What follows belongs to an exercise in optimizing a design on an open flow for small area; a production flow would make more cautious choices.
The RTL of this run was laid out without a check of its function.
Power is estimated from default activity; no workload was simulated.

[config.mk]
export PLATFORM = sky130hd
export DESIGN_NAME = MIPS
export DESIGN_NICKNAME = MIPS
export VERILOG_FILES = /design/flow/design.v
export SDC_FILE = /design/flow/constraint.sdc
export NUM_CORES = 4
export LEC_CHECK = 0
export CAP_MARGIN = 20
export CORE_MARGIN = 2
export CORE_UTILIZATION = 40
export PLACE_DENSITY = 0.6
export SLEW_MARGIN = 20
export SYNTH_HIERARCHICAL = 1
export SYNTH_MINIMUM_KEEP_SIZE = 0
[constraint.sdc]
create_clock -name core_clock -period 12.0 [get_ports {clk}]
set_input_delay 2.4000 -clock core_clock [delete_from_list [all_inputs] [get_ports {clk}]]
set_output_delay 2.4000 -clock core_clock [all_outputs]
set_load 0.01 [all_outputs]
[design.v]
module MIPS(
    input [15:0] data_in,
    input clk,
    input interrupt,
    input reset,
    output reg [15:0] data_out,
    output [15:0] pm_addr,
    input [31:0] pm_rdata,
    output reg dm_en,
    output reg dm_we,
    output reg [15:0] dm_addr,
    output reg [15:0] dm_wdata,
    input [15:0] dm_rdata
    );
reg [31:0] ins_prv;      
reg stall_pm;
reg [15:0] hold_address;
reg rq;                  
reg ldD0, jumpD0, jumpD1;
reg F1;
reg [15:0] creg;         
wire [31:0] ins = reset ? (stall_pm ? ins_prv : pm_rdata) : 32'b0;
wire [5:0] op = ins[31:26];
wire op_ld   = (op == 6'b010100);
wire op_hlt  = (op == 6'b010001);
wire op_ret  = (op == 6'b010000);
wire op_jmp  = (op == 6'b011000);
wire op_cj   = (op[5:2] == 4'b0111);
wire ld   = op_ld & ~ldD0;
wire jump = op_cj & ~jumpD1;
wire stall = op_hlt | ld | jump;
wire [1:0] flag_ex;
wire take_cj = op_cj & (op[1] ? (flag_ex[1] ^ op[0]) : (flag_ex[0] ^ op[0]));
wire pc_mux_sel = take_cj | op_jmp | op_ret | F1;
wire [15:0] inc = hold_address + 16'd1;
wire [15:0] creg_eff = F1 ? inc : creg;
wire [15:0] jmp_loc = op_ret ? creg_eff : (F1 ? 16'b0 : {1'b0, ins[14:0]});
wire [15:0] CAJ = (stall | ~rq) ? hold_address : inc;
wire [15:0] current_address = reset ? (pc_mux_sel ? jmp_loc : CAJ) : 16'b0;
assign pm_addr = current_address;
wire jcnor = ~(op_jmp | op_cj | ldD0);
reg jc_q;
always @(posedge clk) begin
    ins_prv <= ins;
    stall_pm <= stall;
    hold_address <= current_address;
    rq <= reset;
    ldD0 <= ld;
    jumpD0 <= jump;
    jumpD1 <= reset & jumpD0;
    F1 <= reset & interrupt;
    creg <= reset ? creg_eff : 16'b0;
    jc_q <= jcnor;
end
wire [5:0] op_dec = ins_prv[31:26];
wire [15:0] imm = ins_prv[15:0];
wire imm_sel = (op_dec[5:3] == 3'b001);
wire st_dff = (op_dec == 6'b010101);
wire lower_dff = op_dec[0];
wire loweror = ldD0 | st_dff;
wire [4:0] r1 = jc_q ? ins_prv[20:16] : 5'b0;
wire [4:0] r2 = jc_q ? ins_prv[25:21] : 5'b0;
wire [4:0] r6 = jc_q ? ins_prv[15:11] : 5'b0;
reg [4:0] r3, r4, r5;
reg ldff_2, mem_mux_sel_dm;
always @(posedge clk) begin
    r3 <= reset ? r2 : 5'b0;
    r4 <= reset ? r3 : 5'b0;
    r5 <= reset ? r4 : 5'b0;
    dm_we <= reset & lower_dff;
    ldff_2 <= reset & loweror & ~lower_dff;
    mem_mux_sel_dm <= reset & ldff_2;
    dm_en <= reset & loweror;
end
reg [15:0] RegBank [0:31];
reg [15:0] AR, BR;
reg [15:0] ans_ex, Ex_out, ans_wb;
wire [15:0] ans_dm = mem_mux_sel_dm ? dm_rdata : Ex_out;
genvar g, k;
generate for (g = 0; g < 32; g = g + 1) begin : wr
    always @(posedge clk) if (r4 == g) RegBank[g] <= ans_dm;
end endgenerate
wire [31:0] sa = 32'b1 << ins[20:16];
wire [31:0] sb = 32'b1 << ins[15:11];
wire [15:0] rda, rdb;
generate for (k = 0; k < 16; k = k + 1) begin : rd
    wire [31:0] col;
    for (g = 0; g < 32; g = g + 1) begin : c
        assign col[g] = RegBank[g][k];
    end
    rd32 ua(.d(col), .s(sa), .y(rda[k]));
    rd32 ub(.d(col), .s(sb), .y(rdb[k]));
end endgenerate
always @(posedge clk) begin
    AR <= rda;
    BR <= rdb;
end
wire [15:0] A = (r1 == r3) ? ans_ex : (r1 == r4) ? ans_dm : (r1 == r5) ? ans_wb : AR;
wire [15:0] B = imm_sel ? imm :
                (r6 == r3) ? ans_ex : (r6 == r4) ? ans_dm : (r6 == r5) ? ans_wb : BR;
reg [1:0] flag_prv;
wire sub = op_dec[0];
wire [15:0] Bx = sub ? ~B : B;
wire [16:0] sum = {1'b0, A} + {1'b0, Bx} + {16'b0, sub};
wire addc = sub ? ~sum[16] : sum[16];
wire [15:0] Arev;
genvar gi;
generate for (gi = 0; gi < 16; gi = gi + 1) begin : rv
    assign Arev[gi] = A[15-gi];
end endgenerate
wire sh_left = (op_dec[1:0] == 2'b01);
wire fill = (op_dec[1:0] == 2'b11) & A[15];
wire [15:0] sh_in = sh_left ? Arev : A;
wire [31:0] sh_full = {{16{fill}}, sh_in} >> B[3:0];
wire [15:0] sh_r = (|B[15:4]) ? {16{fill}} : sh_full[15:0];
wire [15:0] sh_rrev;
generate for (gi = 0; gi < 16; gi = gi + 1) begin : rv2
    assign sh_rrev[gi] = sh_r[15-gi];
end endgenerate
wire [15:0] sh_res = sh_left ? sh_rrev : sh_r;
reg [15:0] ans_tmp;
reg c_tmp;
always @* begin
    ans_tmp = 16'b0;
    c_tmp = 1'b0;
    if (op_dec[5:4] == 2'b00) begin
        case (op_dec[2:0])
            3'b000, 3'b001: begin ans_tmp = sum[15:0]; c_tmp = addc; end
            3'b010: ans_tmp = B;
            3'b100: ans_tmp = A & B;
            3'b101: ans_tmp = A | B;
            3'b110: ans_tmp = A ^ B;
            3'b111: ans_tmp = ~B;
            default: ans_tmp = 16'b0;
        endcase
    end else if (op_dec[5:4] == 2'b01) begin
        case (op_dec[3:0])
            4'b0000, 4'b0001, 4'b0111, 4'b1000: ans_tmp = ans_ex;
            4'b0100, 4'b0101: ans_tmp = A;
            4'b0110: ans_tmp = data_in;
            4'b1001, 4'b1010, 4'b1011: ans_tmp = sh_res;
            4'b1100, 4'b1101, 4'b1110, 4'b1111: begin ans_tmp = ans_ex; c_tmp = flag_prv[0]; end
            default: ans_tmp = 16'b0;
        endcase
    end
end
assign flag_ex[0] = c_tmp;
assign flag_ex[1] = (op_dec[5] | (op_dec[4:2] == 3'b111)) ? flag_prv[1] :
                    (op_dec[4] & (op_dec[3:0] != 4'b0111)) ? 1'b0 :
                    (ans_ex == 16'b0);
always @(posedge clk) begin
    ans_ex <= reset ? ans_tmp : 16'b0;
    data_out <= (reset && op_dec == 6'b010111) ? A : 16'b0;
    dm_wdata <= B;
    flag_prv <= reset ? flag_ex : 2'b0;
    Ex_out <= ans_ex;
    ans_wb <= ans_dm;
end
always @* dm_addr = ans_ex;
endmodule
module cell_aoi222(input a1, a2, b1, b2, c1, c2, output y);
    assign y = ~((a1 & a2) | (b1 & b2) | (c1 & c2));
endmodule
module cell_aoi22(input a1, a2, b1, b2, output y);
    assign y = ~((a1 & a2) | (b1 & b2));
endmodule
module rd32(input [31:0] d, input [31:0] s, output y);
    wire [10:0] n;
    genvar g;
    generate for (g = 0; g < 10; g = g + 1) begin : a
        cell_aoi222 u(.a1(d[3*g]), .a2(s[3*g]), .b1(d[3*g+1]), .b2(s[3*g+1]), .c1(d[3*g+2]), .c2(s[3*g+2]), .y(n[g]));
    end endgenerate
    cell_aoi22 u10(.a1(d[30]), .a2(s[30]), .b1(d[31]), .b2(s[31]), .y(n[10]));
    assign y = ~&n;
endmodule
[run.sh]
#!/bin/bash
# synth_recipe.tcl (not shown) runs the flow's synth.tcl, then flattens the netlist and writes it again
# the make line also repeats each setting of config.mk as NAME=value (left out here)
make -C /OpenROAD-flow-scripts/flow DESIGN_CONFIG=/design/flow/config.mk WORK_HOME=/design/flow/orfs CLKGATE_MAP_FILE= SYNTH_SCRIPT=/design/flow/synth_recipe.tcl finish
==> summary.txt <==
Pwr
  • Sequential fraction of design power: 41.1%
  • Total Power Consumption: 7.28 mW
  • Peak ir drop on the vdd network: 0.123 mV
  • Combinational share of power: 24.2%
  • Net Sw Power: 2.37 mW
  • Total leakage power: 13.5 nW
  • Switching part of the total power: 32.6%
  • Internal cell power: 4.91 mW
  • Share of power burned in the clock network: 34.7%
  • Power per standard cell area: 185 nW/um2

Synthesis
  • Synthesis-stage register bit count: about 720
  • Main area contributors after synthesis: sky130_fd_sc_hd__edfxtp_1 46%, sky130_fd_sc_hd__dfxtp_1 12%, sky130_fd_sc_hd__a222oi_1 9.6%
  • Most instantiated flip-flop cell in the synthesis netlist: sky130_fd_sc_hd__edfxtp_1
  • Count of flip-flops with a built-in enable after synthesis: 512
  • Portion of synthesized cell area occupied by the leading cell type: 45.8%
  • Mapped Cells: 2,755
  • Netlist area before placement: between 30,000 and 40,000 um2
  • Biggest area consumer among synthesized cells: sky130_fd_sc_hd__edfxtp_1
  • Synthesized netlist net count: ~2,900
  • Number of unique standard cell types used by synthesis: 93
  • YS warnings: 8
  • Part of the Yosys area used for sequential elements: 58.0%
  • FFs w/ async S/R, synth: 0%
  • Mean cell area of the mapped netlist: 12.2 um2

Drt
  • Via density per instance: 6.86
  • Drt initial violations: roughly 5,400
  • Mean routed wirelength per cell: 33.9 um
  • Detailed-routing iteration count for the pre-antenna-repair pass: 14
  • Via count: 28,100
  • Post-route DRC: 0
  • Total detailed-routing wirelength: 139,000 um
  • Post-detailed-route count of antenna-violating nets: 0

Floorplanning
  • Row count: 106
  • Effective utilization at floorplan: 40.3%
  • Floorplan die height: 294 um
  • IO Pins: 133
  • Total Die Area: 86,200 um2
  • Area of the core: 83,300 um2
  • Die width: 294 um

Setup path
  • Element type at the critical path end: output pin
  • Setup crit start kind: input port
  • Number of cells on the worst reg-to-reg path: 21
  • R2r endpoint: hold_address[1]
  • Startpoint of the lowest-slack register-to-register path: r4[3]
  • Crit path arrival time: between 8 and 9 ns
  • Crit Path Category: in2out
  • Maximum fanout along the worst path: 37
  • Critical Path RT: 9.60 ns
  • Register-to-register path setup slack: between 4 and 5 ns

Timing
  • Slew at the pin closest to its max-slew limit: 1.31 ns
  • Maximum achievable frequency: between 0.09 and 0.1 GHz
  • Setup TNS Final: 0 ns
  • Post-layout worst setup margin: 1.13 ns
  • Maximum clock skew at final layout: between 0.04 and 0.05 ns
  • Final Hold Fails: 0
  • Number of max-slew violations in the final report: 0
  • Portion of the clock cycle consumed by the worst path in the final layout: 90.6%
  • Tmin final: around 11 ns
  • RSZ-0062 raised after global routing: no
  • Relative max-transition margin: 12.8%
  • Number of setup violations in the final report: 0

CTS
  • Maximum buffer depth of the clock tree: 3
  • H-tree depth: 3
  • Clock-pin slew reported for the worst setup and hold paths after clock tree synthesis: roughly 0.05 ns
  • Number of buffers added by the clock tree synthesis step: slightly below 80
  • Insertion delay of the later-clocked pin in the worst-skew pair: 0.67 ns
  • Count of hold-fix buffers inserted at cts: 0
  • Post-CTS sizing: 0
  • Post-CTS Setup Inserts: 0
  • # clock sinks: roughly 700
  • Clock root buffer: sky130_fd_sc_hd__clkbuf_16
  • Clock tree from TritonCTS: done

Final layout
  • Growth of design area from synthesis to finish: 17.5%
  • Highest-count cells in the layout ignoring fill and taps: 512 x sky130_fd_sc_hd__edfxtp_1, 323 x sky130_fd_sc_hd__a222oi_1, 225 x sky130_fd_sc_hd__nor2_1
  • Most common library cell in the layout ignoring fill and taps: sky130_fd_sc_hd__edfxtp_1
  • Number of nets in the final layout: about 3,100
  • Final non-filler cell total: between 4,000 and 5,000
  • Final Instance Area: 39,400 um2
  • Share of layout cells above drive strength 1: 13.6%
  • Fillers: 7,452

Placement
  • DP HPWL: 92,000 um
  • Worst slack at placement: 1.22 ns
  • Placer Congestion: slightly below 1
  • Number of instances in the placed design: 3,946
  • Port Buffer Count: 132
  • Cell area after placement: 36,600 um2

Hold path
  • Worst hold stages: 1
  • Path category of the worst min-delay check: reg2reg
  • Startpoint of the worst hold path: jumpD0
  • Hold worst-path end: jumpD1

Global route
  • Pin count of the biggest net entering global routing: 64
  • Overall global routing resource usage: approximately 31%
  • Via count of the first global-routing pass: 27,000
  • Total congestion overflow after global routing: 0
  • Antenna violations before repair: 12
  • Wire length of the first global-routing pass: roughly 190,000 um

Job
  • Number of maximum-capacitance constraint violations: 0

Outcome
  • Outcome: timing/DRC/antenna clean
sequential cells by signal, summed over array words and instances, names as in the netlist, 16 cells and up:
name and cells:
dm_wdata 16, ans_ex 16, data_out 16, BR 16, creg 16, RegBank 512
hold_address 16, ins_prv 32, AR 16, ans_wb 16, Ex_out 16
per-module statistics from Yosys, one instance, submodules excluded:
module       cells  cell area [um2]
cell_aoi22       1             12.5
rd32             4             23.8
MIPS          2275            29200
cell_aoi222      1             10.0
how the worst max path moves through the flow:
stage           startpoint           to  slack, ns  cells past startpoint
5_1_grt        dm_rdata[3]   pm_addr[3]       0.93                     21
6_report       dm_rdata[3]   pm_addr[1]       1.13                     21
4_1_cts        dm_rdata[3]   pm_addr[1]       1.21                     21
3_5_place_dp   dm_rdata[3]   pm_addr[2]       1.22                     21
3_3_place_gp   dm_rdata[3]   pm_addr[1]       1.32                     21
2_1_floorplan  dm_rdata[2]  pm_addr[12]       2.74                     21
Yosys cell counts (all sizes together) (14+ instances only):
cell type / instances
edfxtp: 512
a222oi: 323
nor2: 291
dfxtp: 204
nand2: 168
mux2i: 95
o21ai: 95
a21oi: 85
nand4: 78
nand3: 72
inv: 70
clkbuf: 68
a211oi: 64
a22oi: 55
ha: 48
and3: 47
xnor2: 47
or3: 46
buf: 44
mux2: 36
o22ai: 31
xor2: 26
and2: 20
a31oi: 19
nor3: 19
o211ai: 17
a221oi: 14
cells by family after synthesis:
group / after synthesis / synth area share (%)
AO/OA/AOI/OAI: 804 / 20.2
XOR/XNOR: 73 / 1.91
adder cells (fa/ha/maj): 49 / 1.85
buffers and inverters: 184 / 2.23
flip-flops: 716 / 58.0
multiplexers: 139 / 4.62
AND/OR/NAND/NOR: 790 / 11.2
metal layers:
metal	GRT usage (%)	share of wire, %
met1	38.3	36
met2	50.5	46
met3	6.76	11
met4	19.8	7.2
met5	0	0.0079
layout make-up:
class	count	area [um2]	share of cell area, %
clock buffer	95	2110	5.36
tap	1080	1350	3.43
antenna	2	5.00	0.0127
sequential	716	19500	49.4
clock inverter	52	616	1.56
multi-input combinational	1855	13600	34.4
timing repair buffer	226	2040	5.19
inverter	72	273	0.692
critical path, cell delays in order:
cell and delay (ns):
sky130_fd_sc_hd__clkdlybuf4s50_1 0.45, sky130_fd_sc_hd__mux2_2 0.69, sky130_fd_sc_hd__nor2_1 0.12, sky130_fd_sc_hd__o31ai_2 0.21, sky130_fd_sc_hd__buf_4 0.28, sky130_fd_sc_hd__inv_1 0.28, sky130_fd_sc_hd__xnor2_1 0.21, sky130_fd_sc_hd__ha_1 0.37
sky130_fd_sc_hd__a21oi_1 0.17, sky130_fd_sc_hd__o211ai_1 0.33, sky130_fd_sc_hd__nand3_1 0.20, sky130_fd_sc_hd__and3_1 0.21, sky130_fd_sc_hd__o21a_1 0.20, sky130_fd_sc_hd__or3_1 0.36, sky130_fd_sc_hd__o211ai_1 0.10, sky130_fd_sc_hd__xor2_1 0.13
sky130_fd_sc_hd__a311oi_4 0.32, sky130_fd_sc_hd__buf_4 0.34, sky130_fd_sc_hd__a311oi_1 0.09, sky130_fd_sc_hd__a211oi_1 0.37, sky130_fd_sc_hd__clkdlybuf4s50_1 0.61
through the flow:
| stage | util [%] | hold WS, ns |
|---|---|---|
| 6_report | 47.3 | 0.448 |
| 4_1_cts | 47.3 | 0.449 |
| 5_1_grt | 47.3 | 0.458 |
| 3_3_place_gp | 44.0 | 0.418 |
| 2_1_floorplan | - | 0.392 |
| 3_5_place_dp | 44.0 | 0.419 |
power groups by stage:
stage	Sequential [mW]	Clock, mW	Combinational [mW]
global placement	3.04	0	1.69
CTS	2.99	2.55	1.71
floorplan	3.00	0	0.986
detailed placement	3.04	0	1.71
finish	2.99	2.52	1.76
global route	3.00	2.65	1.85

[port drivers added, routing unchanged]
No port has a modelled driver above. Below, the same layout with a new extraction and two added sets of constraints.
Step 1, drivers: a clkbuf_16 drives clk and a buf_2 each remaining input, both assumed.
Step 2 also shifts input and output timing later by t, the mid clock arrival at the registers, as if the neighbouring blocks saw the same clock.
Slacks: ideal ports / drivers / drivers and shift; pairs: ideal ports / drivers.
t, ns: 0.716
slack for setup (ns): 1.127 / 1.103 / 1.103
clock arrival spread, ns: 0.051 / 0.051
slew at the worst register clock pin (ns): 0.07 / 0.07
worst slew at a driven data input, ns: 0.08
After both steps setup and hold are still met in this run. The setup slack of this run moves by -0.024 ns with the drivers and by -0.024 ns with both steps.
